Source: an optimization exercise on an open RTL-to-GDS flow (aim: small area, a short achievable clock period and few clock cycles per item). Production flows keep margins and buffers that such runs may drop.
In this exercise RTL edits were held to simulation tests only and were not proved equivalent to the original.

Setup of build 9:
// lms_core
module lms_core #(
    parameter WIDTH = 16,
    parameter FRAC  = 8
)(
    input wire clk,
    input wire rst,
    input wire start,
    input wire signed [WIDTH-1:0] x_in,
    input wire signed [WIDTH-1:0] d_in,
    output wire signed [WIDTH-1:0] y_out,
    output wire signed [WIDTH-1:0] e_out,
    output reg done
);
Settings: LEC_CHECK=0, CAP_MARGIN=20, CORE_MARGIN=2, CORE_UTILIZATION=50, CTS_BUF_LIST=sky130_fd_sc_hd__clkbuf_4 sky130_fd_sc_hd__clkbuf_8, SETUP_SLACK_MARGIN=2.75, SLEW_MARGIN=20, SYNTH_HIERARCHICAL=1, SYNTH_MINIMUM_KEEP_SIZE=0, TNS_END_PERCENT=10; clock period 8.0 ns.
run.sh (not shown) runs the stock make flow with config.mk's settings and CLKGATE_MAP_FILE= SYNTH_SCRIPT=/design/flow/synth_recipe.tcl, a recipe that flattens the netlist after the stock synthesis.
Testbench counts of build 9, summed over its fixed seeds: cycles 6,144, items 2,048.
diff inputs: build 9 => build 76
diff --git a/flow/config.mk b/flow/config.mk
--- a/flow/config.mk
+++ b/flow/config.mk
@@ -10 +10 @@
-export CORE_UTILIZATION = 50
+export CORE_UTILIZATION = 55
@@ -12 +12 @@
-export SETUP_SLACK_MARGIN = 2.75
+export SETUP_SLACK_MARGIN = 2.6
Findings:
Build 76 finished every step from synthesis to the final layout, and the layout passed the timing, design-rule and antenna checks.
Between build 76 and build 9, it is build 76 whose worst slew margin relative to its limit is lower, by 7.1 points.
On sequential share of layout area, build 76 and build 9 are neck and neck.
Effective utilization at floorplan: build 76 and build 9 compared, lower one is build 9
Of build 76 and build 9, the higher post-placement cell count belongs to build 9.
The faster design of the two is build 9; build 76 tops out lower.
Total cell area at the placement stage delta (build 9 -> build 76): insignificant
Build 9 → build 76: worst setup slack lower; routed wire length higher; design area roughly the same.
The inputs of build 84 differ from those of build 76 as listed below.
diff --git a/flow/config.mk b/flow/config.mk
--- a/flow/config.mk
+++ b/flow/config.mk
@@ -10,3 +10,2 @@
-export CORE_UTILIZATION = 55
-export CTS_BUF_LIST = sky130_fd_sc_hd__clkbuf_4 sky130_fd_sc_hd__clkbuf_8
-export SETUP_SLACK_MARGIN = 2.6
+export CORE_UTILIZATION = 40
+export SETUP_SLACK_MARGIN = 2.5
@@ -16 +14,0 @@
-export TNS_END_PERCENT = 10
Findings:
Effective utilization at floorplan in build 84 is 15 points lower than in build 76. Build 84 finished every step from synthesis to the final layout, and the layout passed the timing, design-rule and antenna checks.

* * *

Setup of before:
lms_core again, from the RTL that the note above started with.
## lms_core
module lms_core #(
    parameter WIDTH = 16,
    parameter FRAC  = 8
)(
    input wire clk,
    input wire rst,
    input wire start,
    input wire signed [WIDTH-1:0] x_in,
    input wire signed [WIDTH-1:0] d_in,
    output wire signed [WIDTH-1:0] y_out,
    output wire signed [WIDTH-1:0] e_out,
    output reg done
);
export LEC_CHECK = 0
export CAP_MARGIN = 20
export CORE_MARGIN = 2
export CORE_UTILIZATION = 55
export CTS_BUF_LIST = sky130_fd_sc_hd__clkbuf_4 sky130_fd_sc_hd__clkbuf_8
export PLACE_DENSITY = 0.7
export SETUP_SLACK_MARGIN = 2.75
export SLEW_MARGIN = 20
export SYNTH_HIERARCHICAL = 1
export SYNTH_MINIMUM_KEEP_SIZE = 0
export TNS_END_PERCENT = 10
create_clock -name core_clock -period 8.0 [get_ports {clk}]
Testbench counts of before, summed over its fixed seeds: cycles 6,144, items 2,048.
For after, these inputs were changed with respect to before:
# before
export LEC_CHECK = 0
export CAP_MARGIN = 20
export CORE_MARGIN = 2
export CORE_UTILIZATION = 55
export CTS_BUF_LIST = sky130_fd_sc_hd__clkbuf_4 sky130_fd_sc_hd__clkbuf_8
export PLACE_DENSITY = 0.7
export SETUP_SLACK_MARGIN = 2.75
export SLEW_MARGIN = 20
export SYNTH_HIERARCHICAL = 1
export SYNTH_MINIMUM_KEEP_SIZE = 0
export TNS_END_PERCENT = 10
create_clock -name core_clock -period 8.0 [get_ports {clk}]
# after
export LEC_CHECK = 0
export CAP_MARGIN = 20
export CORE_MARGIN = 2
export CORE_UTILIZATION = 40
export SETUP_SLACK_MARGIN = 2.0
export SLEW_MARGIN = 20
export SYNTH_HIERARCHICAL = 1
export SYNTH_MINIMUM_KEEP_SIZE = 0
create_clock -name core_clock -period 8.0 [get_ports {clk}]
On part of the cycle the worst path needs: after sits above before.
Routed wire length ends up lower on before.
When the final numbers for before and after were put side by side, the cell depth of the worst flop-to-flop path turned out to be smaller in before.
Non-clock buffer count for after: 50% down relative to before
Compared with before, in after first-iteration DRC count now smaller; final estimated routing congestion in global placement lost about 1.3%; smallest setup slack after layout shows a reduction of 0.34 ns.
Relative to before, core utilization has gone down in after.

==> separate check: timing with driven ports <==
Ports are ideal in the flow. The routed layouts listed here were re-timed in OpenROAD. Step 1: set_driving_cell puts a clkbuf_16 on clk and a buf_2 on each other input, an assumption about the parent block. Step 2 moves the port delays by t, midway between the first and last clock arrival at a register: inputs arrive t later, outputs are due t later. That takes back most of the time a late clock gives input paths. Three values: ideal ports, drivers, drivers and shift; two values: the first two.
run | t (ns) | setup WS [ns] | worst data-port slew with drivers (ns)
build 9 | 0.833 | 2.637 / 2.637 / 2.637 | 0.04
build 76 | 0.857 | 2.460 / 2.448 / 2.460 | 0.05
build 84 | 0.736 | 2.509 / 2.509 / 2.509 | 0.05
before | 0.798 | 2.407 / 2.407 / 2.407 | 0.04
after | 0.735 | 2.064 / 2.011 / 2.064 | 0.05
After both steps every run listed still meets setup and hold.
